What follows belongs to an exercise in optimizing a design on an open flow for small area, a short achievable clock period and few clock cycles per item; a production flow would make more cautious choices. In this exercise RTL edits were held to simulation tests only and were not proved equivalent to the original.

==> flow/design.v (outline; a module is shown in full before it is edited, if it fits) <==
// module SNN: 2998 lines
// module snn_pp: 7 lines
// module snn_x2: 7 lines
// module snn_mj: 8 lines
// module snn_fa: 10 lines
// module snn_ha: 9 lines
module SNN(
	clk,
	rst_n,
	in_valid,
	img,
	ker,
	weight,
	out_valid,
	out_data
);
  // ...
==> flow/flow/run.sh <==
#!/bin/bash
# The standard layout (standard.sh), with these changes to how it is made:
#  - the port buffers are buf_4 cells instead of the cell buffer_ports picks
#    by default (a slow delay buffer);
#  - the timing repair steps aim for 12.45 ns of setup slack on the 17 ns
#    clock and may change a cell's footprint, so they size up the gates of
#    the longest paths. The clock, its period and the constraints are
#    unchanged.
set -o pipefail
bash standard.sh \
  BUFFER_PORTS_ARGS="-buffer_cell sky130_fd_sc_hd__buf_4" \
  SETUP_SLACK_MARGIN=12.45 \
  MATCH_CELL_FOOTPRINT=0 \
  finish 2>&1 | tee standard.log
==> flow/standard.sh <==
#!/bin/bash
# synth_recipe.tcl (not shown) runs the flow's synth.tcl, then flattens the netlist and writes it again
# the make line also repeats each setting of config.mk as NAME=value (left out here)
make -C /OpenROAD-flow-scripts/flow DESIGN_CONFIG=/design/flow/config.mk WORK_HOME=/design/flow/orfs CLKGATE_MAP_FILE= SYNTH_SCRIPT=/design/flow/synth_recipe.tcl "${@:-finish}"
==> flow/config.mk <==
export PLATFORM = sky130hd
export DESIGN_NAME = SNN
export DESIGN_NICKNAME = SNN
export VERILOG_FILES = /design/flow/design.v
export SDC_FILE = /design/flow/constraint.sdc
export NUM_CORES = 4
export LEC_CHECK = 0
export CAP_MARGIN = 20
export CORE_MARGIN = 2
export CORE_UTILIZATION = 65
export CTS_BUF_LIST = sky130_fd_sc_hd__clkbuf_16
export CTS_CLUSTER_DIAMETER = 100
export CTS_CLUSTER_SIZE = 20
export SLEW_MARGIN = 20
export SYNTH_HIERARCHICAL = 1
==> flow/constraint.sdc <==
create_clock -name core_clock -period 17.0 [get_ports {clk}]
set_input_delay 3.4000 -clock core_clock [delete_from_list [all_inputs] [get_ports {clk}]]
set_output_delay 3.4000 -clock core_clock [all_outputs]
set_load 0.01 [all_outputs]
==> out/summary.txt, run 1 <==
ANT cells -> 0
Register area -> 11,630 sq um
Number of max-cap violations -> 0
Gr usage total -> 30.19%
Commonest cells after routing, fill and taps aside -> 697 x nor2_1, 681 x fa_1, 272 x dfxtp_1
Synth cell count leaders -> 699 x nor2_1, 683 x fa_1, 290 x dfxtp_1, 179 x ha_1, 171 x edfxtp_1
Complex-gate fraction of the synthesized area -> 3.701%
Crit path max fanout -> 6
Die span in y -> 232.9 microns
Async SR Flop Fraction -> 5.339%
Status -> no timing/DRC/antenna violations
Finish-stage setup viols -> 0
Setup crit start -> k8_n[0]$_DFFE_PP_
Grt peak-use layer -> met2
Max FFs per register -> 20
Wire length on met2 -> 37,770 microns
CP peak stage delay -> 0.54 ns
Filler cell count -> 3,677
Initial antenna violation count -> 0
Cells after Synth -> 2,656
Leading cell type in the layout, fill and taps excluded -> nor2_1
1st-pass router iterations -> 5
Count of cell types in the netlist -> 81
PortBufs -> 37
Placer's final routability congestion estimate -> 0.8989
Post-synthesis mux area share -> 1.209%
Maximum clock insertion buffer count -> 3
Avg Inst Size Synth -> 12.82 sq um
Die Area -> 54,220 sq um
Adder-cell share of the synthesized area -> 46.74%
Most frequent CP cell -> fa_1
Tcrit/Tclk final -> 27.02%
Met1 Usage GRT -> 41.53%
Uppermost layer routed -> met5
Drt wl/cell -> 22.04 microns
Most numerous cell in the Yosys netlist -> nor2_1
Synth Flop Type -> dfxtp_1
Testbench counts, summed over its fixed seeds: cycles 14,976, items 192.
==> run 2: changes to the inputs <==
--- a/flow/config.mk
+++ b/flow/config.mk
@@ -9,3 +9,3 @@
 export CORE_MARGIN = 2
-export CORE_UTILIZATION = 65
+export CORE_UTILIZATION = 55
 export CTS_BUF_LIST = sky130_fd_sc_hd__clkbuf_16
==> run 2 against run 1 <==
Net effect: final area is 0.61% higher; still clean on timing, DRC and antenna; highest routed layer unchanged; via count is 1.0% lower.
==> out/summary.txt, run 2 <==
Finish-stage setup viols -> 0 (unchanged)
Synth Register Bits -> 487
CP Cell Sequence -> buf_6
PortBufs -> 37 (unchanged)
WP data arrival -> 1.12 ns
Count of cell types in the netlist -> 81 (unchanged)
Maximum clock insertion buffer count -> 3 (unchanged)
Async SR Flop Fraction -> 5.339% (unchanged)
Grt peak-use layer -> met2
Worst-Margin Slew -> 1.056 ns
Starting Density -> 55.37%
Largest net degree at the start of global routing -> 47
CP peak stage delay -> 0.39 ns (-0.15 ns)
Filler cell count -> 4,982 (+35%)
Clk slew on worst S/H paths -> 0.09 ns
CP delay by family, top -> flip-flops
Hold buffer count at CTS -> 0
Synth warn -> 7
Synthesized cell area -> 34,040 sq um
Top post-synthesis cells by area -> fa_1 40%, dfxtp_1 17%, edfxtp_1 15%
Layout cells sized above 1 -> 7.549%
Vias -> 20,320
Status -> no timing/DRC/antenna violations
Fin. max-slew vios -> 0
Number of global-route vias before repair -> 23,126
1st-pass router iterations -> 5 (unchanged)
CP endpoint kind -> output pin
Worst-Skew Late Latency -> 0.63 ns
Die span in y -> 252.8 microns (+8.6%)
Number of max-cap violations -> 0 (unchanged)
Avg Inst Size Synth -> 12.82 sq um (unchanged)
Die X -> 252.8 microns
Cells after Synth -> 2,656 (unchanged)
TritonCTS buffer count -> 31
Buf/Inv on CP -> 1
Biggest area consumer among synthesized cells -> fa_1
Initial antenna violation count -> 2 (+2)
Clock Sink Count -> 487
Crit Path Class -> flop to output pin
Die Area -> 63,900 sq um (+18%)
Area share of the largest cell type after synthesis -> 40.16%
Core area -> 61,480 sq um
Placer's final routability congestion estimate -> 0.8784 (-2.3%)
Synth cell count leaders -> 699 x nor2_1, 683 x fa_1, 290 x dfxtp_1, 179 x ha_1, 171 x edfxtp_1
Tcrit/Tclk final -> 26.59% (-0.44 points)
Leading cell type in the layout, fill and taps excluded -> nor2_1
Met1 Usage GRT -> 36.19% (-5.3 points)
Drt drc -> 0
Seq/Total Area, Yosys -> 34.05%
Max frequency -> 0.2212 GHz
RSZ-0062 raised after global routing -> yes
Multi-input gate area -> 22,190 sq um
Number of routed nets with antenna violations -> 0
Layout Nets -> 3,659
Global-route wire length before repair -> 127,100 microns
Iter 0 DRT Violations -> 1,341
Final Hold Viols -> 0
Register area -> 11,630 sq um (about the same)
Worst EP required -> 13.60 ns
Tmin final -> 4.520 ns
Cell row count -> 91
Post-layout util -> 59.88%
Gr usage total -> 26.04% (-4.2 points)
GRT overflow -> 0
Top-Level Pins -> 38
Layout Skew -> 0.03727 ns
Slowest CP cell -> dfrtp_1
Number of synthesized flops with an enable pin -> 171
M3 GR Usage -> 3.690%
GRT met2 Usage -> 43.35%
Crit path max fanout -> 1 (-5)
Final wirelength -> 78,040 microns
Drt wl/cell -> 21.76 microns (-1.3%)
Commonest cells after routing, fill and taps aside -> 697 x nor2_1, 681 x fa_1, 274 x dfxtp_1
Max FFs per register -> 20 (unchanged)
Detailed placement HPWL -> 62,110 microns
Setup TNS -> 0 ns
Drt via density -> 5.666
Synth Flop Type -> dfxtp_1
H-Tree Depth -> 1
Crit start category -> flop
Most numerous cell in the Yosys netlist -> nor2_1
Largest Register -> conv
P&R area growth vs syn -> 8.152%
Hold Path Class -> flop to flop
CTS tree -> built
Rel. slew slack -> 29.37%
Clock Tree Root -> clkbuf_16
run 2: changes by cell type in the layout (fill, tap and decap cells not counted), sizes merged:
| cell | change |
|---|---|
| clkinv | +2 |
| diode | +1 |
run 2: per-layer routing:
| layer | vias to the layer above | routed length, microns |
|---|---|---|
| li1 | 8879 | - |
| met1 | 10742 | 32590 |
| met2 | 560 | 38880 |
| met3 | 135 | 4250 |
| met4 | 4 | 2304 |
| met5 | - | 23 |
run 2: logic make-up (layout without fill, tap and decap cells):
group                      Yosys count  in the layout  share of synthesized area, %
buffers and inverters              130            251                         1.489
and+or+nand+nor                    895            895                         10.99
other                                2             21                       0.02206
DFF                                487            487                         34.05
AOI/OAI and AO/OA                  171            171                         3.701
muxes                               39             39                         1.209
xor gates and xnor gates            70             70                         1.801
adders and majority gates          862            862                         46.74
run 2: modules after synthesis (local to each module, per instance):
module,cells inside,cell area [sq um],flip-flops and latches,times used
snn_fa,1,20.02,0,665
snn_ha,1,12.51,0,76
snn_pp,1,3.754,0,640
SNN,1275,17380,487,1
run 2: what timing repair did:
| item | in CTS | in global routing |
|---|---|---|
| gates resized for setup | 43 | 28 |
| endpoints found under the setup margin | 23 | 25 |
| buffers inserted | 14 | 21 |
| pin swaps | 11 | 16 |
run 2: area by class of cell:
| type | count | area share, % |
|---|---|---|
| sequential | 487 | 31.59 |
| timing repair buffer | 79 | 1.723 |
| multi-input combinational | 2057 | 60.26 |
| inverter | 114 | 1.172 |
| antenna | 1 | 0.006797 |
| clock buffer | 31 | 2.107 |
| tap | 790 | 2.685 |
| clock inverter | 27 | 0.4554 |
run 2: final timing paths:
check / startpoint / slack (ns) / end / cells after the start
worst min-delay path: sr8_n[0]$_DFF_P_ / 0.32 / sr9_n[0]$_DFF_P_ / 0
min in group asynchronous: rst_n / 2.70 / out_data[2]$_DFF_PN0_ / 1
max in group asynchronous: rst_n / 14.00 / xv$_DFF_PN0_ / 1
worst min register to register: sr8_n[0]$_DFF_P_ / 0.32 / sr9_n[0]$_DFF_P_ / 0
worst max register to register: fcnt[0]$_DFFE_PN0P_ / 12.60 / out_data[2]$_DFF_PN0_ / 15
worst max-delay path: out_data[6]$_DFF_PN0_ / 12.48 / out_data[6] / 1
run 2: stage by stage:
step / hold slack (ns) / cell area (sq um) / cells / setup slack [ns]
finish: 0.3249 / 36820 / 3586 / 12.48
global route: 0.3375 / 36820 / 3585 / 12.41
CTS: 0.3291 / 36550 / 3564 / 12.44
detailed placement: 0.3121 / 35380 / 3492 / 11.82
global placement: 0.3104 / 35370 / 3492 / 12.00
floorplan: 0.3096 / 34110 / 2674 / 12.50
==> run 3: changes to the inputs <==
--- a/flow/config.mk
+++ b/flow/config.mk
@@ -7,2 +7,3 @@
 export LEC_CHECK = 0
+export ABC_AREA = 1
 export CAP_MARGIN = 20
==> run 3 against run 2 <==
Net effect: still clean; sequential share of layout area hardly changed; hold slack worse by 0.00083 ns; clock skew is 0.018 ns lower.
==> out/summary.txt, run 3 <==
1st-pass router iterations -> 5 (unchanged)
RSZ-0062 raised after global routing -> yes
Drt via density -> 5.506 (-2.8%)
Max FFs per register -> 20 (unchanged)
Biggest area consumer among synthesized cells -> fa_1
Worst-Skew Late Latency -> 0.61 ns (-0.02 ns)
Layout Nets -> 3,900 (+6.6%)
Most numerous cell in the Yosys netlist -> nor2_1
R2R Path Start -> k8_n[4]$_DFFE_PP_
Area share of the largest cell type after synthesis -> 39.81% (-0.36 points)
Finish-stage setup viols -> 0 (unchanged)
H-Tree Depth -> 1 (unchanged)
Final Hold Viols -> 0 (unchanged)
Buf/Inv on CP -> 1 (unchanged)
Clock Sink Count -> 487 (unchanged)
Design area -> 36,770 sq um (-0.14%)
CP peak stage delay -> 0.39 ns (about the same)
Die Area -> 64,470 sq um (+0.88%)
Die X -> 253.9 microns (+0.44%)
GRT overflow -> 0 (unchanged)
Top-Level Pins -> 38 (unchanged)
Largest Register -> conv
PortBufs -> 37 (unchanged)
Avg Inst Size Synth -> 11.74 sq um (-8.4%)
Post-synthesis mux area share -> 0.4663% (-0.74 points)
CP Cell Sequence -> buf_6
DP Worst Slack -> 12.10 ns (+0.2751 ns)
Crit start category -> flop
Seq/Total Area, Yosys -> 33.74% (-0.30 points)
Cells after Synth -> 2,925 (+10%)
Status -> no timing/DRC/antenna violations
CTS tree -> built
Layout cells sized above 1 -> 4.217% (-3.3 points)
Simple-gate portion of the synthesized area -> 12.79% (+1.8 points)
Filler cell count -> 5,097 (+2.3%)
Crit Path Class -> flop to output pin
Top post-synthesis cells by area -> fa_1 40%, dfxtp_1 17%, edfxtp_1 15%
Complex-gate fraction of the synthesized area -> 3.038% (-0.66 points)
Number of max-cap violations -> 0 (unchanged)
Final hold slack -> 0.3241 ns (-0.0008290 ns)
Number of routed nets with antenna violations -> 0 (unchanged)
Die span in y -> 253.9 microns (+0.44%)
Count of cell types in the netlist -> 44 (-46%)
WP data arrival -> 1.13 ns (about the same)
Number of synthesized flops with an enable pin -> 171 (unchanged)
Cell row count -> 91 (unchanged)
Final wirelength -> 79,130 microns (+1.4%)
Rel. slew slack -> 29.41% (+0.036 points)
Async SR Flop Fraction -> 5.339% (unchanged)
Hold Path Class -> flop to flop
Placer's final routability congestion estimate -> 0.8963 (+2.0%)
Setup TNS -> 0 ns (unchanged)
Post-CTS Setup Inserts -> 0 (-14)
Slowest CP cell -> dfrtp_1
Worst-Margin Slew -> 1.055 ns (-0.0005335 ns)
PnR worst setup slack -> 12.47 ns (-0.009300 ns)
Synth warn -> 7 (unchanged)
Reg2reg path depth -> 11 (-4)
Worst setup path end -> out_data[9]
Number of global-route vias before repair -> 23,697 (+2.5%)
Commonest cells after routing, fill and taps aside -> 730 x nor2_1, 683 x fa_1, 280 x dfxtp_1
Iter 0 DRT Violations -> 1,375 (+2.5%)
Tmin final -> 4.529 ns (+0.009300 ns)
TritonCTS buffer count -> 31 (unchanged)
Initial antenna violation count -> 1 (-1)
Clock Tree Root -> clkbuf_16
Synthesized cell area -> 34,350 sq um (+0.90%)
Detailed placement HPWL -> 64,090 microns (+3.2%)
Max frequency -> 0.2208 GHz (-0.21%)
CP endpoint kind -> output pin
Hold buffer count at CTS -> 0 (unchanged)
Drt drc -> 0 (unchanged)
CP delay by family, top -> flip-flops
Largest net degree at the start of global routing -> 47 (unchanged)
Largest family of logic cells by synthesized area -> adder cells
Clk slew on worst S/H paths -> 0.09 ns (about the same)
Global-route wire length before repair -> 129,100 microns (+1.6%)
Drt wl/cell -> 20.43 microns (-6.1%)
Post-layout util -> 59.58% (-0.31 points)
Crit path max fanout -> 1 (unchanged)
Synth Register Bits -> 487 (unchanged)
Synth Flop Type -> dfxtp_1
Starting Density -> 55.66% (+0.29 points)
Layout Skew -> 0.01948 ns (-0.01779 ns)
Number of cells on the critical path -> 1 (unchanged)
Synth cell count leaders -> 732 x nor2_1, 683 x fa_1, 290 x dfxtp_1, 238 x nand2_1, 205 x inv_1
Vias -> 21,325 (+4.9%)
Adder-cell share of the synthesized area -> 46.33% (-0.42 points)
Gr usage total -> 26.17% (+0.13 points)
Core area -> 61,710 sq um (+0.37%)
P&R area growth vs syn -> 7.034%
FF-to-FF End -> conv[16]$_DFF_P_
Leading cell type in the layout, fill and taps excluded -> nor2_1
Setup crit start -> out_data[9]$_DFF_PN0_
Fin. max-slew vios -> 0 (unchanged)
Tcrit/Tclk final -> 26.64% (+0.055 points)
Post-synthesis xor/xnor area fraction -> 1.249% (-0.55 points)
Worst EP required -> 13.60 ns (about the same)
Maximum clock insertion buffer count -> 3 (unchanged)
Placed Area -> 35,760 sq um (+1.1%)
run 3: cell count changes after synthesis, sizes merged, moves of 13 or more:
cell and change:
nand2 +201, inv +92, nand3 +56, a21oi +45, nor2 +42, xnor2 -39
o21ai +34, nor2b -23, xor2 +18, nand2b -16, mux2i -15, and2 -13
run 3: kinds of logic (layout without fill, tap and decap cells):
group	Yosys count	count (layout)
and+or+nand+nor	1107	1107
AOI/OAI and AO/OA	188	188
adders and majority gates	862	862
xor gates and xnor gates	49	49
other	2	21
buffers and inverters	215	307
DFF	487	487
muxes	15	15
run 3: repair_timing:
item / 4_1_cts / 5_1_grt
cloned: 0 / 0
endpoints found under the setup margin: 9 / 19
gates resized for setup: 9 / 11
run 3: worst min path at each step:
stage	cells past startpoint	end	startpoint	slack [ns]
2_1_floorplan	0	cc[0]$_DFF_P_	col1[0]$_DFF_P_	0.31
3_3_place_gp	0	cc[0]$_DFF_P_	col1[0]$_DFF_P_	0.31
3_5_place_dp	0	cc[0]$_DFF_P_	col1[0]$_DFF_P_	0.31
4_1_cts	0	sr3_n[3]$_DFF_P_	sr2_n[3]$_DFF_P_	0.33
5_1_grt	0	sr3_n[3]$_DFF_P_	sr2_n[3]$_DFF_P_	0.33
6_report	0	sr3_n[3]$_DFF_P_	sr2_n[3]$_DFF_P_	0.32
run 3: layout make-up:
class	count	area, sq um	share of cell area [%]
antenna	1	2.502	0.006806
clock buffer	31	775.7	2.110
clock inverter	26	160.2	0.4356
inverter	208	780.7	2.124
multi-input combinational	2241	22040	59.96
sequential	487	11600	31.56
tap	837	1047	2.848
timing repair buffer	42	349.1	0.9495
run 3: metal layers:
metal | share of wire [%] | GRT usage (%) | vias to the layer above
li1 | - | - | 9500
met1 | 42 | 36.43 | 11071
met2 | 49 | 43.54 | 613
met3 | 5.3 | 3.718 | 141
met4 | 3.0 | 6.924 | 0
met5 | 0 | 0 | -
run 3: per-module statistics from Yosys (local to each module, per instance):
| module | cells | cell area (sq um) |
|---|---|---|
| snn_fa | 1 | 20.02 |
| snn_pp | 1 | 3.754 |
| SNN | 1544 | 17680 |
| snn_ha | 1 | 12.51 |
run 3: metrics by stage:
stage               std cells
finish                   3873
global route             3873
CTS                      3871
detailed placement       3814
global placement         3814
floorplan                2943
==> run 4: changes to the inputs <==
--- a/flow/config.mk
+++ b/flow/config.mk
@@ -7,9 +7,8 @@
 export LEC_CHECK = 0
-export ABC_AREA = 1
 export CAP_MARGIN = 20
 export CORE_MARGIN = 2
-export CORE_UTILIZATION = 55
+export CORE_UTILIZATION = 70
 export CTS_BUF_LIST = sky130_fd_sc_hd__clkbuf_16
 export CTS_CLUSTER_DIAMETER = 100
-export CTS_CLUSTER_SIZE = 20
+export CTS_CLUSTER_SIZE = 24
 export SLEW_MARGIN = 20
==> run 4 against run 3 <==
Net effect: largest cell class unchanged; die area is 22% lower; still clean; highest routed layer unchanged; count of clock-buffer cells in the layout is 4 lower.
==> out/summary.txt, run 4 <==
Clock Tree Root -> clkbuf_16
Number of synthesized flops with an enable pin -> 171 (unchanged)
Multi-input gate area -> 22,260 sq um (+0.99%)
Leading cell type in the layout, fill and taps excluded -> nor2_1
Number of routed nets with antenna violations -> 0 (unchanged)
Crit Path Class -> flop to flop
Area share of the largest cell type after synthesis -> 40.16% (+0.36 points)
Largest Register -> conv
Layout Skew -> 0.02788 ns (+0.008406 ns)
Clock Sink Count -> 487 (unchanged)
Crit path max fanout -> 4 (+3)
Hold Path Class -> flop to flop
P&R area growth vs syn -> 7.608%
Status -> no timing/DRC/antenna violations
Fin. max-slew vios -> 0 (unchanged)
Drt wl/cell -> 22.94 microns (+12%)
Buf/Inv on CP -> 0 (-1)
Worst EP required -> 17.47 ns (+3.87 ns)
Cell row count -> 80 (-12%)
Starting Density -> 71.15% (+15 points)
Final hold slack -> 0.3330 ns (+0.008889 ns)
Gr usage total -> 33.06% (+6.9 points)
Setup TNS -> 0 ns (unchanged)
Register area -> 11,640 sq um (+0.34%)
Maximum clock insertion buffer count -> 3 (unchanged)
GRT overflow -> 0 (unchanged)
Die X -> 224.5 microns (-12%)
Die span in y -> 224.5 microns (-12%)
Rel. slew slack -> 26.42% (-3.0 points)
Top post-synthesis cells by area -> fa_1 40%, dfxtp_1 17%, edfxtp_1 15%
Commonest cells after routing, fill and taps aside -> 696 x nor2_1, 681 x fa_1, 274 x dfxtp_1
TritonCTS buffer count -> 26 (-16%)
CP peak stage delay -> 0.56 ns (+0.17 ns)
Synth Flop Type -> dfxtp_1
CTS tree -> built
RSZ-0062 raised after global routing -> yes
Tcrit/Tclk final -> 27.34% (+0.69 points)
Cells after Synth -> 2,656 (-9.2%)
CP endpoint kind -> flop
Seq/Total Area, Yosys -> 34.05% (+0.30 points)
Detailed placement HPWL -> 61,610 microns (-3.9%)
Hold buffer count at CTS -> 0 (unchanged)
Die Area -> 50,410 sq um (-22%)
Max frequency -> 0.2152 GHz (-2.5%)
CP delay by family, top -> adder cells
Iter 0 DRT Violations -> 1,776 (+29%)
Most frequent CP cell -> fa_1
Placer's final routability congestion estimate -> 0.9288 (+3.6%)
Crit start category -> flop
Number of max-cap violations -> 0 (unchanged)
Biggest area consumer among synthesized cells -> fa_1
Count of cell types in the netlist -> 81 (+84%)
Drt drc -> 0 (unchanged)
Layout cells sized above 1 -> 8.214% (+4.0 points)
CP Cell Sequence -> nor2_2 > fa_1 > fa_2 > fa_1 > fa_1 > ha_4 > a2111o_1 > o211ai_1 > a21oi_2 > nor4_2 > nor3_2 > a211oi_2 > a21oi_2 > xor2_1
Worst-Skew Late Latency -> 0.60 ns (about the same)
1st-pass router iterations -> 5 (unchanged)
PortBufs -> 37 (unchanged)
Filler cell count -> 3,085 (-39%)
Tmin final -> 4.647 ns (+0.1181 ns)
Core area -> 47,850 sq um (-22%)
Most numerous cell in the Yosys netlist -> nor2_1
Slowest CP cell -> fa_1
Synth warn -> 7 (unchanged)
Drt via density -> 6.117 (+11%)
Synthesized cell area -> 34,040 sq um (-0.89%)
Max FFs per register -> 20 (unchanged)
Largest net degree at the start of global routing -> 47 (unchanged)
Async SR Flop Fraction -> 5.339% (unchanged)
Clk slew on worst S/H paths -> 0.10 ns (about the same)
Final Hold Viols -> 0 (unchanged)
Top-Level Pins -> 38 (unchanged)
Synth cell count leaders -> 699 x nor2_1, 683 x fa_1, 290 x dfxtp_1, 179 x ha_1, 171 x edfxtp_1
Global-route wire length before repair -> 126,400 microns (-2.1%)
WP data arrival -> 5.11 ns (+3.98 ns)
Synth Register Bits -> 487 (unchanged)
H-Tree Depth -> 1 (unchanged)
Avg Inst Size Synth -> 12.82 sq um (+9.1%)
Finish-stage setup viols -> 0 (unchanged)
Initial antenna violation count -> 2 (+1)
Vias -> 20,901 (-2.0%)
Worst-Margin Slew -> 1.095 ns (+0.04049 ns)
Final wirelength -> 78,380 microns (-0.95%)
Layout Nets -> 3,669 (-5.9%)
Number of global-route vias before repair -> 23,524 (-0.73%)
## run 4: changes by cell type in the layout (fill, tap and decap cells not counted), sizes merged, moves of 23 or more
| cell | previous run | this run |
|---|---|---|
| nor2 | 741 | 699 |
| nand2 | 248 | 47 |
| a21oi | 86 | 41 |
| inv | 231 | 130 |
| xnor2 | 12 | 51 |
| o21ai | 66 | 32 |
| nand3 | 79 | 23 |
| buf | 42 | 94 |
| nor2b | 0 | 23 |
## run 4: cell families after synthesis
kind of cell	share of synthesized area, %
other cells	0.02206
mux	1.209
buf+inv	1.489
compound gates	3.701
xor+xnor	1.801
flops	34.05
fa+ha+maj	46.74
simple gates	10.99
## run 4: repair_timing
item                       4_1_cts  5_1_grt
pin swaps                        2       27
setup buffers                    8       42
gates resized for setup         31       49
setup endpoints to repair       16       15
## run 4: final cells by class
cell class	count	share of cell area, %
multi-input combinational	2057	60.77
sequential	487	31.79
antenna	2	0.01366
tap	615	2.101
timing repair buffer	94	1.920
inverter	114	1.209
clock buffer	27	1.844
clock inverter	21	0.3518
## run 4: per-layer routing
layer | part of all wire (%) | track usage (%)
met1 | 39 | 44.92
met2 | 50 | 54.61
met3 | 6.8 | 5.892
met4 | 4.0 | 11.84
met5 | 0 | 0
## run 4: modules after synthesis (local to each module, per instance)
module / cells / flops+latches
snn_fa: 1 / 0
SNN: 1275 / 487
snn_pp: 1 / 0
snn_ha: 1 / 0
## run 4: metrics by stage
step	cells	instance area, sq um	util (%)	worst slack, ns
2_1_floorplan	2674	34110	-	12.50
3_3_place_gp	3317	35150	73.47	12.10
3_5_place_dp	3317	35150	73.47	11.92
4_1_cts	3373	36090	75.42	12.45
5_1_grt	3416	36630	76.56	12.19
6_report	3417	36630	76.56	12.35
## run 4: path summary, 6_finish.rpt
| kind | startpoint | endpoint | slack (ns) | cells after the start |
|---|---|---|---|---|
| hold reg to reg | cr$_DFF_P_ | qr$_DFF_P_ | 0.33 | 0 |
| setup / recovery | k8_n[0]$_DFFE_PP_ | conv[18]$_DFF_P_ | 12.35 | 14 |
| max in group asynchronous | rst_n | xv$_DFF_PN0_ | 13.92 | 1 |
| hold / removal | cr$_DFF_P_ | qr$_DFF_P_ | 0.33 | 0 |
| min in group asynchronous | rst_n | cnt_row[0]$_DFFE_PN0P_ | 2.73 | 1 |
| setup reg to reg | k8_n[0]$_DFFE_PP_ | conv[18]$_DFF_P_ | 12.35 | 14 |
==> run 5: changes to the inputs <==
--- a/flow/config.mk
+++ b/flow/config.mk
@@ -9,5 +9,5 @@
 export CORE_MARGIN = 2
-export CORE_UTILIZATION = 70
+export CORE_UTILIZATION = 55
 export CTS_BUF_LIST = sky130_fd_sc_hd__clkbuf_16
-export CTS_CLUSTER_DIAMETER = 100
+export CTS_CLUSTER_DIAMETER = 110
 export CTS_CLUSTER_SIZE = 24
==> run 5 against run 4 <==
Net effect: critical path type is now flop to output pin; via count is 3.3% lower; largest cell class unchanged; clock skew rose by 0.0039 ns; non-clock buffer count shrank 15; flip-flop and latch count unchanged; worst setup slack improved by 0.15 ns; register-to-register slack better by 0.22 ns.
==> out/summary.txt, run 5 <==
Top post-synthesis cells by area -> fa_1 40%, dfxtp_1 17%, edfxtp_1 15%
Leading cell type in the layout, fill and taps excluded -> nor2_1
Synthesized cell area -> 34,040 sq um (unchanged)
ANT cells -> 0 (-2)
Placed Area -> 35,380 sq um (+0.65%)
HP Start -> sr3_n[3]$_DFF_P_
Placer's final routability congestion estimate -> 0.8784 (-5.4%)
Drt wl/cell -> 21.75 microns (-5.2%)
CP delay by family, top -> flip-flops
CTS tree -> built
Hold buffer count at CTS -> 0 (unchanged)
Hold worst-path end -> sr4_n[3]$_DFF_P_
Gr usage total -> 25.94% (-7.1 points)
Crit Path Class -> flop to output pin
Drt via density -> 5.656 (-7.5%)
Top-Level Pins -> 38 (unchanged)
Initial antenna violation count -> 2 (unchanged)
Rel. slew slack -> 30.61% (+4.2 points)
Tcrit/Tclk final -> 26.48% (-0.86 points)
R2R Path Start -> fcnt[0]$_DFFE_PN0P_
Hold Path Cell Cnt -> 0 (unchanged)
WP data arrival -> 1.10 ns (-4.01 ns)
Most numerous cell in the Yosys netlist -> nor2_1
Final Hold Viols -> 0 (unchanged)
Clock Sink Count -> 487 (unchanged)
Inst Count DP -> 3,492 (+5.3%)
RSZ-0062 raised after global routing -> yes
Die X -> 252.8 microns (+13%)
Grt peak-use layer -> met2
Detailed placement HPWL -> 62,110 microns (+0.82%)
Final non-filler cell total -> 3,575 (+4.6%)
1st-pass router iterations -> 6 (+1)
Largest net degree at the start of global routing -> 47 (unchanged)
Synth Register Bits -> 487 (unchanged)
GRT met2 Usage -> 43.12% (-11 points)
Status -> no timing/DRC/antenna violations
M3 GR Usage -> 3.310% (-2.6 points)
Clk slew on worst S/H paths -> 0.09 ns (about the same)
Area share of the largest cell type after synthesis -> 40.16% (unchanged)
Worst EP required -> 13.60 ns (-3.87 ns)
Max FFs per register -> 20 (unchanged)
Finish-stage setup viols -> 0 (unchanged)
Largest Register -> conv
TritonCTS buffer count -> 26 (unchanged)
Worst-Skew Late Latency -> 0.60 ns (about the same)
Number of routed nets with antenna violations -> 0 (unchanged)
CP peak stage delay -> 0.39 ns (-0.17 ns)
Biggest area consumer among synthesized cells -> fa_1
Layout cells sized above 1 -> 7.289% (-0.93 points)
Crit start category -> flop
Layout Skew -> 0.03176 ns (+0.003881 ns)
Synth cell count leaders -> 699 x nor2_1, 683 x fa_1, 290 x dfxtp_1, 179 x ha_1, 171 x edfxtp_1
Starting Density -> 55.37% (-16 points)
Seq/Total Area, Yosys -> 34.05% (unchanged)
Tmin final -> 4.502 ns (-0.1455 ns)
Fin. max-slew vios -> 0 (unchanged)
P&R area growth vs syn -> 7.818%
Hold Path Class -> flop to flop
Worst-Margin Slew -> 1.037 ns (-0.05843 ns)
Met1 Usage GRT -> 36.43% (-8.5 points)
Maximum clock insertion buffer count -> 3 (unchanged)
GRT overflow -> 0 (unchanged)
Iter 0 DRT Violations -> 1,265 (-29%)
Reg2reg path depth -> 15 (+1)
Global-route wire length before repair -> 126,600 microns (+0.17%)
PortBufs -> 37 (unchanged)
Drt drc -> 0 (unchanged)
Async SR Flop Fraction -> 5.339% (unchanged)
Final wirelength -> 77,740 microns (-0.82%)
Synth warn -> 7 (unchanged)
H-Tree Depth -> 1 (unchanged)
Count of cell types in the netlist -> 81 (unchanged)
Design area -> 36,700 sq um (+0.19%)
Post-layout util -> 59.70% (-17 points)
FF-to-FF End -> out_data[2]$_DFF_PN0_
Cells after Synth -> 2,656 (unchanged)
CP Cell Sequence -> buf_6
Number of synthesized flops with an enable pin -> 171 (unchanged)
Crit path max fanout -> 1 (-3)
Die span in y -> 252.8 microns (+13%)
Buf/Inv on CP -> 1 (+1)
Synth Flop Type -> dfxtp_1
Slowest CP cell -> dfrtp_1
Number of max-cap violations -> 0 (unchanged)
Max frequency -> 0.2221 GHz (+3.2%)
Commonest cells after routing, fill and taps aside -> 697 x nor2_1, 680 x fa_1, 273 x dfxtp_1
CP endpoint kind -> output pin
Layout Nets -> 3,654 (-0.41%)
Number of global-route vias before repair -> 23,075 (-1.9%)
Core area -> 61,480 sq um (+29%)
Cell row count -> 91 (+14%)
Setup TNS -> 0 ns (unchanged)
Clock Tree Root -> clkbuf_16
Vias -> 20,219 (-3.3%)
Die Area -> 63,900 sq um (+27%)
Avg Inst Size Synth -> 12.82 sq um (unchanged)
## run 5: logic make-up (layout without fill, tap and decap cells)
| kind of cell | Yosys count | count (layout) | synth area share, % |
|---|---|---|---|
| AO/OA/AOI/OAI | 171 | 171 | 3.701 |
| flip-flops | 487 | 487 | 34.05 |
| other | 2 | 20 | 0.02206 |
| AND/OR/NAND/NOR | 895 | 895 | 10.99 |
| XOR/XNOR | 70 | 70 | 1.801 |
| adder cells (fa/ha/maj) | 862 | 862 | 46.74 |
| buffers and inverters | 130 | 241 | 1.489 |
| multiplexers | 39 | 39 | 1.209 |
## run 5: repair_timing
action | CTS | global route
pin swaps | 11 | 17
setup buffers | 13 | 22
resized for setup | 36 | 33
endpoints found under the setup margin | 16 | 22
## run 5: stage by stage
step,hold slack (ns),setup WS (ns)
6_report,0.3298,12.50
5_1_grt,0.3361,12.44
4_1_cts,0.3306,12.43
3_5_place_dp,0.3121,11.82
3_3_place_gp,0.3104,12.00
2_1_floorplan,0.3096,12.50
## run 5: worst max-delay path by stage
stage | startpoint | cells after the start | to | slack, ns
3_3_place_gp | px_n[6]$_DFF_P_ | 15 | conv[18]$_DFF_P_ | 12.00
5_1_grt | k8_n[0]$_DFFE_PP_ | 14 | conv[18]$_DFF_P_ | 12.44
2_1_floorplan | px_n[5]$_DFF_P_ | 14 | conv[18]$_DFF_P_ | 12.50
3_5_place_dp | px_n[6]$_DFF_P_ | 15 | conv[18]$_DFF_P_ | 11.82
6_report | out_data[0]$_DFF_PN0_ | 1 | out_data[0] | 12.50
4_1_cts | k8_n[0]$_DFFE_PP_ | 14 | conv[18]$_DFF_P_ | 12.43
## run 5: modules after synthesis (local to each module, per instance)
| module | times used | area (sq um) |
|---|---|---|
| SNN | 1 | 17380 |
| snn_pp | 640 | 3.754 |
| snn_ha | 76 | 12.51 |
| snn_fa | 665 | 20.02 |
## run 5: per-layer routing
metal  vias up  part of all wire (%)  wire, microns
li1       8853                     -              -
met1     10684                    42          32770
met2       545                    50          38730
met3       133                   5.1           3963
met4         4                   2.9           2260
met5         -                 0.030             23
## run 5: cell type report
class / count / area, sq um
fill: 4995 / 24780
inverter: 114 / 431.7
clock inverter: 21 / 158.9
multi-input combinational: 2057 / 22190
tap: 790 / 988.4
clock buffer: 27 / 675.6
sequential: 487 / 11640
timing repair buffer: 79 / 623.1
==> run 6: changes to the inputs <==
--- a/flow/flow/run.sh
+++ b/flow/flow/run.sh
@@ -4,3 +4,3 @@
 #    by default (a slow delay buffer);
-#  - the timing repair steps aim for 12.45 ns of setup slack on the 17 ns
+#  - the timing repair steps aim for 12.5 ns of setup slack on the 17 ns
 #    clock and may change a cell's footprint, so they size up the gates of
@@ -11,3 +11,3 @@
   BUFFER_PORTS_ARGS="-buffer_cell sky130_fd_sc_hd__buf_4" \
-  SETUP_SLACK_MARGIN=12.45 \
+  SETUP_SLACK_MARGIN=12.5 \
   MATCH_CELL_FOOTPRINT=0 \
--- a/flow/config.mk
+++ b/flow/config.mk
@@ -9,3 +9,3 @@
 export CORE_MARGIN = 2
-export CORE_UTILIZATION = 55
+export CORE_UTILIZATION = 50
 export CTS_BUF_LIST = sky130_fd_sc_hd__clkbuf_16
==> run 6 against run 5 <==
Net effect: fmax barely moved; area after synthesis did not move; utilization fell by 4.9 points; clock skew fell by 0.0028 ns; register-to-register slack got worse by 0.02 ns; synthesized cell count did not move.
==> out/summary.txt, run 6 <==
Commonest cells after routing, fill and taps aside -> 692 x nor2_1, 674 x fa_1, 271 x dfxtp_1
Async SR Flop Fraction -> 5.339% (unchanged)
R2R Path Start -> k8_n[3]$_DFFE_PP_
Synth cell count leaders -> 699 x nor2_1, 683 x fa_1, 290 x dfxtp_1, 179 x ha_1, 171 x edfxtp_1
Die span in y -> 264.9 microns (+4.8%)
Starting Density -> 50.60% (-4.8 points)
Die Area -> 70,190 sq um (+9.8%)
Slowest CP cell -> dfrtp_1
Top-Level Pins -> 38 (unchanged)
Avg Inst Size Synth -> 12.82 sq um (unchanged)
Tmin final -> 4.502 ns (+0.0005000 ns)
Leading cell type in the layout, fill and taps excluded -> nor2_1
Initial antenna violation count -> 1 (-1)
Largest net degree at the start of global routing -> 47 (unchanged)
Placer's final routability congestion estimate -> 0.8887 (+1.2%)
Biggest area consumer among synthesized cells -> fa_1
Crit path max fanout -> 1 (unchanged)
CTS tree -> built
Synth Register Bits -> 487 (unchanged)
GRT overflow -> 0 (unchanged)
Synth Flop Type -> dfxtp_1
Worst-Margin Slew -> 1.099 ns (+0.06172 ns)
Clock Tree Root -> clkbuf_16
Cell row count -> 95 (+4.4%)
Buf/Inv on CP -> 1 (unchanged)
Drt drc -> 0 (unchanged)
Reg2reg path depth -> 14 (-1)
Iter 0 DRT Violations -> 1,358 (+7.4%)
Status -> no timing/DRC/antenna violations
Rel. slew slack -> 26.48% (-4.1 points)
Worst setup path end -> out_data[9]
Synthesized cell area -> 34,040 sq um (unchanged)
Number of cells on the critical path -> 1 (unchanged)
Setup crit start -> out_data[9]$_DFF_PN0_
Number of synthesized flops with an enable pin -> 171 (unchanged)
Clk slew on worst S/H paths -> 0.10 ns (about the same)
Clock Sink Count -> 487 (unchanged)
Most numerous cell in the Yosys netlist -> nor2_1
Number of global-route vias before repair -> 22,809 (-1.2%)
Count of cell types in the netlist -> 81 (unchanged)
Area share of the largest cell type after synthesis -> 40.16% (unchanged)
Layout cells sized above 1 -> 8.306% (+1.0 points)
Global-route wire length before repair -> 126,400 microns (-0.17%)
Final non-filler cell total -> 3,666 (+2.5%)
Drt wl/cell -> 21.18 microns (-2.6%)
PortBufs -> 37 (unchanged)
Drt via density -> 5.501 (-2.7%)
Hold Path Class -> flop to flop
Largest Register -> conv
Worst EP required -> 13.60 ns (about the same)
Final wirelength -> 77,650 microns (-0.12%)
Top post-synthesis cells by area -> fa_1 40%, dfxtp_1 17%, edfxtp_1 15%
CP endpoint kind -> output pin
ANT cells -> 0 (unchanged)
RSZ-0062 raised after global routing -> yes
Seq/Total Area, Yosys -> 34.05% (unchanged)
Crit Path Class -> flop to output pin
Max frequency -> 0.2221 GHz (about the same)
Synth warn -> 7 (unchanged)
Finish-stage setup viols -> 0 (unchanged)
CP delay by family, top -> flip-flops
Final hold slack -> 0.3309 ns (+0.001153 ns)
Core area -> 67,280 sq um (+9.4%)
Inst Count DP -> 3,575 (+2.4%)
H-Tree Depth -> 1 (unchanged)
P&R area growth vs syn -> 8.332%
Number of max-cap violations -> 0 (unchanged)
Cells after Synth -> 2,656 (unchanged)
FF-to-FF End -> conv[18]$_DFF_P_
Vias -> 20,166 (-0.26%)
Layout Skew -> 0.02895 ns (-0.002811 ns)
Detailed placement HPWL -> 61,970 microns (-0.22%)
Crit start category -> flop
Setup TNS -> 0 ns (unchanged)
Maximum clock insertion buffer count -> 3 (unchanged)
WP data arrival -> 1.10 ns (about the same)
Die X -> 264.9 microns (+4.8%)
Worst-Skew Late Latency -> 0.60 ns (about the same)
1st-pass router iterations -> 7 (+1)
Tcrit/Tclk final -> 26.48% (about the same)
CP peak stage delay -> 0.40 ns (about the same)
Number of routed nets with antenna violations -> 0 (unchanged)
Max FFs per register -> 20 (unchanged)
TritonCTS buffer count -> 25 (-3.8%)
Fin. max-slew vios -> 0 (unchanged)
CP Cell Sequence -> buf_6
Gr usage total -> 23.32% (-2.6 points)
Final Hold Viols -> 0 (unchanged)
Layout Nets -> 3,663 (+0.25%)
-- run 6: worst min-delay path by stage --
stage / start / to / slack (ns) / depth (start not counted)
after floorplan: col1[0]$_DFF_P_ / cc[0]$_DFF_P_ / 0.31 / 0
final: sr3_n[2]$_DFF_P_ / sr4_n[2]$_DFF_P_ / 0.33 / 0
after global placement: cc[0]$_DFF_P_ / qc[0]$_DFF_P_ / 0.31 / 0
after CTS: sr3_n[2]$_DFF_P_ / sr4_n[2]$_DFF_P_ / 0.33 / 0
after detailed placement: sr2_n[5]$_DFF_P_ / sr3_n[5]$_DFF_P_ / 0.31 / 0
after global routing: sr3_n[2]$_DFF_P_ / sr4_n[2]$_DFF_P_ / 0.33 / 0
-- run 6: cell type report --
type / instances / area, sq um
multi-input combinational: 2057 / 22260
inverter: 114 / 431.7
timing repair buffer: 89 / 713.2
fill: 5702 / 30400
tap: 873 / 1092
clock inverter: 21 / 115.1
sequential: 487 / 11640
clock buffer: 25 / 625.6
-- run 6: logic make-up after synthesis --
group,after synthesis,share of synthesized area [%]
flops,487,34.05
fa+ha+maj,862,46.74
other cells,2,0.02206
simple gates,895,10.99
buf+inv,130,1.489
mux,39,1.209
xor+xnor,70,1.801
compound gates,171,3.701
-- run 6: repair_timing --
item                                    CTS  global route
endpoints found under the setup margin   28            28
hold buffers                              0             0
hold endpoints to repair                  0             0
pin swaps                                13            22
setup buffers                            16            29
gates cloned                              0             0
resized for setup                        45            50
-- run 6: routing by layer --
metal	track usage [%]	share of wire [%]	up-vias
met5	0	0	-
met4	4.993	2.3	0
met3	4.171	6.1	101
met2	38.92	50	565
met1	32.22	42	10632
li1	-	-	8868
-- run 6: per-module statistics from Yosys, one instance, submodules excluded --
module  flip-flops and latches  cells inside
SNN                        487          1275
snn_fa                       0             1
snn_ha                       0             1
snn_pp                       0             1
-- run 6: per-stage QoR --
stage | cell area [sq um] | util, % | worst slack (ns)
after CTS | 36470 | 54.21 | 12.41
after floorplan | 34110 | - | 12.52
after global routing | 36880 | 54.82 | 12.42
after global placement | 35480 | 52.74 | 11.93
after detailed placement | 35480 | 52.74 | 11.81
final | 36880 | 54.82 | 12.50
==> run 7: changes to the inputs <==
--- a/flow/config.mk
+++ b/flow/config.mk
@@ -9,6 +9,6 @@
 export CORE_MARGIN = 2
-export CORE_UTILIZATION = 50
+export CORE_UTILIZATION = 55
 export CTS_BUF_LIST = sky130_fd_sc_hd__clkbuf_16
-export CTS_CLUSTER_DIAMETER = 110
-export CTS_CLUSTER_SIZE = 24
+export CTS_CLUSTER_DIAMETER = 115
+export CTS_CLUSTER_SIZE = 26
 export SLEW_MARGIN = 20
==> run 7 against run 6 <==
Net effect: count of clock-buffer cells in the layout is the same; worst setup slack got worse by 0.0064 ns; fmax shrank 0.14%; global-route usage increased by 2.4 points; largest cell class unchanged; highest routed layer is now met5.
==> out/summary.txt, run 7 <==
Iter 0 DRT Violations -> 1,109 (-18%)
Layout Skew -> 0.02114 ns (-0.007814 ns)
CTS tree -> built
1st-pass router iterations -> 8 (+1)
Final wirelength -> 77,150 microns (-0.63%)
Synth Register Bits -> 487 (unchanged)
Cells after Synth -> 2,656 (unchanged)
GRT overflow -> 0 (unchanged)
Hold Path Class -> flop to flop
Setup TNS -> 0 ns (unchanged)
Tmin final -> 4.509 ns (+0.006400 ns)
Die X -> 252.8 microns (-4.6%)
Max frequency -> 0.2218 GHz (-0.14%)
Max FFs per register -> 20 (unchanged)
Crit start category -> flop
Number of global-route vias before repair -> 22,857 (+0.21%)
Top post-synthesis cells by area -> fa_1 40%, dfxtp_1 17%, edfxtp_1 15%
ANT cells -> 0 (unchanged)
Reg2reg path depth -> 14 (unchanged)
Area share of the largest cell type after synthesis -> 40.16% (unchanged)
Multi-input gate area -> 22,270 sq um (about the same)
Vias -> 20,150 (-0.079%)
Finish-stage setup viols -> 0 (unchanged)
Tcrit/Tclk final -> 26.52% (+0.038 points)
Core area -> 61,480 sq um (-8.6%)
Largest Register -> conv
WP data arrival -> 1.11 ns (about the same)
Hold Path Cell Cnt -> 0 (unchanged)
Biggest area consumer among synthesized cells -> fa_1
Drt drc -> 0 (unchanged)
Layout Nets -> 3,669 (+0.16%)
Placer's final routability congestion estimate -> 0.8796 (-1.0%)
Global-route wire length before repair -> 125,600 microns (-0.68%)
Clock Sink Count -> 487 (unchanged)
Number of max-cap violations -> 0 (unchanged)
Count of cell types in the netlist -> 81 (unchanged)
Synthesized cell area -> 34,040 sq um (unchanged)
Final Hold Viols -> 0 (unchanged)
H-Tree Depth -> 1 (unchanged)
Leading cell type in the layout, fill and taps excluded -> nor2_1
Buf/Inv on CP -> 1 (unchanged)
Seq/Total Area, Yosys -> 34.05% (unchanged)
Design area -> 36,870 sq um (about the same)
Crit path max fanout -> 1 (unchanged)
Drt via density -> 5.616 (+2.1%)
Largest family of logic cells by synthesized area -> adder cells
Layout cells sized above 1 -> 8.613% (+0.31 points)
Rel. slew slack -> 29.94% (+3.5 points)
PortBufs -> 37 (unchanged)
Largest net degree at the start of global routing -> 47 (unchanged)
Clock Tree Root -> clkbuf_16
Worst-Skew Late Latency -> 0.59 ns (about the same)
Post-synthesis xor/xnor area fraction -> 1.801% (unchanged)
Avg Inst Size Synth -> 12.82 sq um (unchanged)
Starting Density -> 55.37% (+4.8 points)
Gr usage total -> 25.70% (+2.4 points)
RSZ-0062 raised after global routing -> yes
Cell row count -> 91 (-4.2%)
Maximum clock insertion buffer count -> 3 (unchanged)
Post-synthesis mux area share -> 1.209% (unchanged)
Synth warn -> 7 (unchanged)
Number of routed nets with antenna violations -> 0 (unchanged)
Commonest cells after routing, fill and taps aside -> 696 x nor2_1, 675 x fa_1, 270 x dfxtp_1
Most numerous cell in the Yosys netlist -> nor2_1
Hold buffer count at CTS -> 0 (unchanged)
Status -> no timing/DRC/antenna violations
Placed Area -> 35,380 sq um (-0.29%)
Die Area -> 63,900 sq um (-9.0%)
Synth cell count leaders -> 699 x nor2_1, 683 x fa_1, 290 x dfxtp_1, 179 x ha_1, 171 x edfxtp_1
P&R area growth vs syn -> 8.292% (about the same)
Worst EP required -> 13.60 ns (about the same)
Synth Flop Type -> dfxtp_1
TritonCTS buffer count -> 24 (-4.0%)
Register area -> 11,650 sq um (about the same)
Top-Level Pins -> 38 (unchanged)
CP endpoint kind -> output pin
Filler cell count -> 4,973 (-13%)
Crit Path Class -> flop to output pin
Fin. max-slew vios -> 0 (unchanged)
Number of cells on the critical path -> 1 (unchanged)
PnR worst setup slack -> 12.49 ns (-0.006400 ns)
Die span in y -> 252.8 microns (-4.6%)
CP delay by family, top -> flip-flops
Worst-Margin Slew -> 1.047 ns (-0.05176 ns)
Clk slew on worst S/H paths -> 0.10 ns (about the same)
CP peak stage delay -> 0.41 ns (about the same)
CP Cell Sequence -> buf_6
Async SR Flop Fraction -> 5.339% (unchanged)
Detailed placement HPWL -> 61,900 microns (-0.12%)
Simple-gate portion of the synthesized area -> 10.99% (unchanged)
Drt wl/cell -> 21.50 microns (+1.5%)
Slowest CP cell -> dfrtp_1
Initial antenna violation count -> 1 (unchanged)
DP Worst Slack -> 11.90 ns (+0.09250 ns)
Complex-gate fraction of the synthesized area -> 3.701% (unchanged)
Adder-cell share of the synthesized area -> 46.74% (unchanged)
Number of synthesized flops with an enable pin -> 171 (unchanged)
run 7: what timing repair did:
action	4_1_cts	5_1_grt
pin swaps	14	29
gates resized for setup	50	47
endpoints found under the setup margin	28	31
buffers inserted	17	34
run 7: layer usage:
metal | track usage [%] | wire length (microns) | part of all wire, %
met3 | 4.256 | 4180 | 5.4
met4 | 6.627 | 2220 | 2.9
met5 | 0 | 14 | 0.018
met2 | 42.35 | 38200 | 50
met1 | 35.87 | 32540 | 42
run 7: final timing paths:
path / startpoint / end / slack (ns)
max in group asynchronous: rst_n / xv$_DFF_PN0_ / 13.98
min reg2reg: sr3_n[1]$_DFF_P_ / sr4_n[1]$_DFF_P_ / 0.32
max: out_data[3]$_DFF_PN0_ / out_data[3] / 12.49
max reg2reg: k8_n[0]$_DFFE_PP_ / conv[18]$_DFF_P_ / 12.62
min in group asynchronous: rst_n / out_data[2]$_DFF_PN0_ / 2.72
min: sr3_n[1]$_DFF_P_ / sr4_n[1]$_DFF_P_ / 0.32
run 7: kinds of logic after synthesis:
kind of cell / after synthesis
AOI/OAI and AO/OA: 171
muxes: 39
xor gates and xnor gates: 70
DFF: 487
adders and majority gates: 862
buffers and inverters: 130
other: 2
and+or+nand+nor: 895
run 7: through the flow:
step | cells | utilization (%) | hold WS [ns]
4_1_cts | 3554 | 59.24 | 0.3269
5_1_grt | 3588 | 59.96 | 0.3339
6_report | 3588 | 59.96 | 0.3245
3_3_place_gp | 3493 | 57.55 | 0.3111
2_1_floorplan | 2674 | - | 0.3096
3_5_place_dp | 3493 | 57.55 | 0.3121
run 7: cell type report:
type | instances | share of cell area [%]
multi-input combinational | 2057 | 60.40
clock buffer | 25 | 1.697
timing repair buffer | 96 | 2.101
clock inverter | 19 | 0.3360
tap | 790 | 2.681
inverter | 114 | 1.191
sequential | 487 | 31.59
run 7: Yosys stat by module, one instance, submodules excluded:
module / cells inside / flops+latches / area [sq um] / times used
snn_fa: 1 / 0 / 20.02 / 665
SNN: 1275 / 487 / 17380 / 1
snn_pp: 1 / 0 / 3.754 / 640
snn_ha: 1 / 0 / 12.51 / 76
==> run 8: changes to the inputs <==
--- a/flow/flow/run.sh
+++ b/flow/flow/run.sh
@@ -4,3 +4,5 @@
 #    by default (a slow delay buffer);
-#  - the timing repair steps aim for 12.5 ns of setup slack on the 17 ns
+#  - after placement's resizing, the output registers are given the
+#    strongest drive of their own cell type (flow/upsize_out.tcl);
+#  - the timing repair steps aim for 12.45 ns of setup slack on the 17 ns
 #    clock and may change a cell's footprint, so they size up the gates of
@@ -11,3 +13,4 @@
   BUFFER_PORTS_ARGS="-buffer_cell sky130_fd_sc_hd__buf_4" \
-  SETUP_SLACK_MARGIN=12.5 \
+  POST_RESIZE_TCL="$PWD/flow/upsize_out.tcl" \
+  SETUP_SLACK_MARGIN=12.45 \
   MATCH_CELL_FOOTPRINT=0 \
==> flow/flow/upsize_out.tcl (new file) <==
# Output registers: a stronger flip-flop of the same type, so the output
# ports are driven sooner after the clock edge.
foreach inst [get_cells -quiet {out_data* out_valid*}] {
  puts "upsize_out: [get_full_name $inst] -> sky130_fd_sc_hd__dfrtp_4"
  replace_cell $inst sky130_fd_sc_hd__dfrtp_4
}
--- a/flow/config.mk
+++ b/flow/config.mk
@@ -11,4 +11,4 @@
 export CTS_BUF_LIST = sky130_fd_sc_hd__clkbuf_16
-export CTS_CLUSTER_DIAMETER = 115
-export CTS_CLUSTER_SIZE = 26
+export CTS_CLUSTER_DIAMETER = 100
+export CTS_CLUSTER_SIZE = 20
 export SLEW_MARGIN = 20
==> run 8 against run 7 <==
Net effect: synthesized cell count unchanged; count of clock-buffer cells in the layout increased by 7; hold slack got worse by 0.0029 ns; clock skew is 0.019 ns higher; wire length up 0.82%; via count rose by 0.70%; register-to-register slack worse by 0.20 ns; highest routed layer unchanged.
==> out/summary.txt, run 8 <==
Status -> no timing/DRC/antenna violations
Layout Skew -> 0.03969 ns (+0.01855 ns)
Commonest cells after routing, fill and taps aside -> 697 x nor2_1, 680 x fa_1, 271 x dfxtp_1
Starting Density -> 55.37% (unchanged)
Crit path max fanout -> 1 (unchanged)
CP peak stage delay -> 0.48 ns (+0.07 ns)
Worst-Skew Late Latency -> 0.63 ns (+0.04 ns)
Final wirelength -> 77,780 microns (+0.82%)
Wire length on met2 -> 38,650 microns (+1.2%)
Setup TNS -> 0 ns (unchanged)
TritonCTS buffer count -> 31 (+29%)
Synth warn -> 7 (unchanged)
Fin. max-slew vios -> 0 (unchanged)
Register area -> 11,680 sq um (+0.30%)
Drt drc -> 0 (unchanged)
Reg2reg path depth -> 14 (unchanged)
Buf/Inv on CP -> 1 (unchanged)
Clock Sink Count -> 487 (unchanged)
Count of cell types in the netlist -> 81 (unchanged)
Die X -> 252.8 microns (unchanged)
Area share of the largest cell type after synthesis -> 40.16% (unchanged)
Max FFs per register -> 20 (unchanged)
Global-route wire length before repair -> 126,100 microns (+0.42%)
Die span in y -> 252.8 microns (unchanged)
Layout Nets -> 3,666 (-0.082%)
Initial antenna violation count -> 3 (+2)
Maximum clock insertion buffer count -> 3 (unchanged)
Drt wl/cell -> 21.64 microns (+0.65%)
Crit Path Class -> flop to output pin
Most numerous cell in the Yosys netlist -> nor2_1
CP Cell Sequence -> buf_6
Slowest CP cell -> dfrtp_4
Iter 0 DRT Violations -> 1,313 (+18%)
Synth cell count leaders -> 699 x nor2_1, 683 x fa_1, 290 x dfxtp_1, 179 x ha_1, 171 x edfxtp_1
Clock Tree Root -> clkbuf_16
Placer's final routability congestion estimate -> 0.8784 (-0.14%)
GRT overflow -> 0 (unchanged)
Number of cells on the critical path -> 1 (unchanged)
Post-layout util -> 60.08% (+0.12 points)
Top-Level Pins -> 38 (unchanged)
Die Area -> 63,900 sq um (unchanged)
Number of global-route vias before repair -> 22,899 (+0.18%)
Largest Register -> conv
FF-to-FF End -> conv[18]$_DFF_P_
Number of max-cap violations -> 0 (unchanged)
PortBufs -> 37 (unchanged)
Setup crit start -> out_data[7]$_DFF_PN0_
Avg Inst Size Synth -> 12.82 sq um (unchanged)
CTS tree -> built
H-Tree Depth -> 1 (unchanged)
Max frequency -> 0.2165 GHz (-2.4%)
Tmin final -> 4.618 ns (+0.1096 ns)
Synth Register Bits -> 487 (unchanged)
Leading cell type in the layout, fill and taps excluded -> nor2_1
Drt via density -> 5.646 (+0.54%)
Biggest area consumer among synthesized cells -> fa_1
Uppermost layer routed -> met5
Hold buffer count at CTS -> 0 (unchanged)
Finish-stage setup viols -> 0 (unchanged)
Synth Flop Type -> dfxtp_1
R2R Path Start -> px_n[4]$_DFF_P_
Hold Path Class -> flop to flop
Detailed placement HPWL -> 62,230 microns (+0.53%)
Number of synthesized flops with an enable pin -> 171 (unchanged)
Clk slew on worst S/H paths -> 0.09 ns (about the same)
Cells after Synth -> 2,656 (unchanged)
Worst EP required -> 13.60 ns (about the same)
M1 WL -> 32,440 microns (-0.32%)
Gr usage total -> 25.84% (+0.14 points)
CP endpoint kind -> output pin
Final Hold Viols -> 0 (unchanged)
Core area -> 61,480 sq um (unchanged)
Largest net degree at the start of global routing -> 47 (unchanged)
Seq/Total Area, Yosys -> 34.05% (unchanged)
Filler cell count -> 4,961 (-0.24%)
WP data arrival -> 1.22 ns (+0.11 ns)
Vias -> 20,292 (+0.70%)
Worst-Margin Slew -> 1.010 ns (-0.03671 ns)
Wire length on met3 -> 4266 microns (+2.1%)
Synthesized cell area -> 34,040 sq um (unchanged)
Number of routed nets with antenna violations -> 0 (unchanged)
Worst setup path end -> out_data[7]
CP delay by family, top -> flip-flops
Async SR Flop Fraction -> 5.339% (unchanged)
Top post-synthesis cells by area -> fa_1 40%, dfxtp_1 17%, edfxtp_1 15%
HP Start -> sr8_n[5]$_DFF_P_
Cell row count -> 91 (unchanged)
Multi-input gate area -> 22,190 sq um (-0.35%)
Crit start category -> flop
Tcrit/Tclk final -> 27.17% (+0.64 points)
RSZ-0062 raised after global routing -> yes
1st-pass router iterations -> 5 (-3)
Rel. slew slack -> 32.65% (+2.7 points)
P&R area growth vs syn -> 8.516%
Layout cells sized above 1 -> 8.244% (-0.37 points)
## run 8: worst min path at each step
| stage | end | slack [ns] | depth (start not counted) |
|---|---|---|---|
| after floorplan | cc[0]$_DFF_P_ | 0.31 | 0 |
| after global placement | qc[1]$_DFF_P_ | 0.31 | 0 |
| after detailed placement | qc[0]$_DFF_P_ | 0.31 | 0 |
| after CTS | sr9_n[5]$_DFF_P_ | 0.32 | 0 |
| after global routing | sr9_n[5]$_DFF_P_ | 0.33 | 0 |
| final | sr9_n[5]$_DFF_P_ | 0.32 | 0 |
## run 8: Yosys stat by module (local to each module, per instance)
module  flip-flops and latches  times used  cell area [sq um]  cells inside
SNN                        487           1              17380          1275
snn_fa                       0         665              20.02             1
snn_ha                       0          76              12.51             1
snn_pp                       0         640              3.754             1
## run 8: timing repair
action | in CTS | in global routing
gates resized for setup | 37 | 37
setup endpoints to repair | 25 | 26
pin swaps | 0 | 23
buffers inserted | 5 | 37
## run 8: routing by layer
metal	vias up	global-route usage (%)
li1	8891	-
met1	10686	36.02
met2	580	42.90
met3	131	3.485
met4	4	7.388
met5	-	0
## run 8: area by class of cell
cell class              instances  area share (%)
inverters                     114           1.169
clock inverters                26          0.4369
diodes                          2         0.01355
clock buffers                  32           2.168
repair buffers                 86           1.853
multi-input cells            2057           60.06
well taps                     790           2.676
flip-flops and latches        487           31.62
## run 8: stage by stage
stage	cells	setup slack, ns	cell area, sq um	hold slack (ns)
2_1_floorplan	2674	12.50	34110	0.3096
3_3_place_gp	3492	12.00	35370	0.3104
3_5_place_dp	3492	11.84	35420	0.3121
4_1_cts	3555	12.34	36520	0.3232
5_1_grt	3592	12.22	36940	0.3317
6_report	3594	12.38	36940	0.3216
## run 8: cells by family after synthesis
group / Yosys count / share of synthesized area (%)
simple gates: 895 / 10.99
fa+ha+maj: 862 / 46.74
flops: 487 / 34.05
compound gates: 171 / 3.701
buf+inv: 130 / 1.489
xor+xnor: 70 / 1.801
mux: 39 / 1.209
other cells: 2 / 0.02206

-- what the ideal ports hide --
No port has a modelled driver above. Below, the same layouts with a new extraction and two added sets of constraints.
Step 1 (the two cells are an assumption about what drives the block):
set clk [get_ports {clk}]
set_driving_cell -lib_cell sky130_fd_sc_hd__clkbuf_16 $clk
set_driving_cell -lib_cell sky130_fd_sc_hd__buf_2 [delete_from_list [all_inputs] $clk]
Step 2 times the ports against the registers' clock, not the clock port: input delays grow and output delays shrink by t, the midpoint of the rising clock arrivals with the driver on.
Three values: no drivers, after step 1, after step 2; two values: the first two.
| run | t, ns | slack for setup (ns) | cell pins on the clock port's net |
|---|---|---|---|
| run 1 | 0.657 | 12.406 / 12.406 / 12.406 | 1 |
| run 2 | 0.681 | 12.480 / 12.413 / 12.584 | 1 |
| run 3 | 0.659 | 12.471 / 12.412 / 12.406 | 1 |
| run 4 | 0.641 | 12.353 / 12.353 / 12.353 | 1 |
| run 5 | 0.649 | 12.498 / 12.433 / 12.575 | 1 |
| run 6 | 0.647 | 12.498 / 12.434 / 12.552 | 1 |
| run 7 | 0.641 | 12.491 / 12.426 / 12.616 | 1 |
| run 8 | 0.685 | 12.382 / 12.314 / 12.423 | 1 |
After both steps every run listed still meets setup and hold. The setup slack of run 3, which loses most, moves by -0.059 ns with the drivers and by -0.065 ns with both steps.
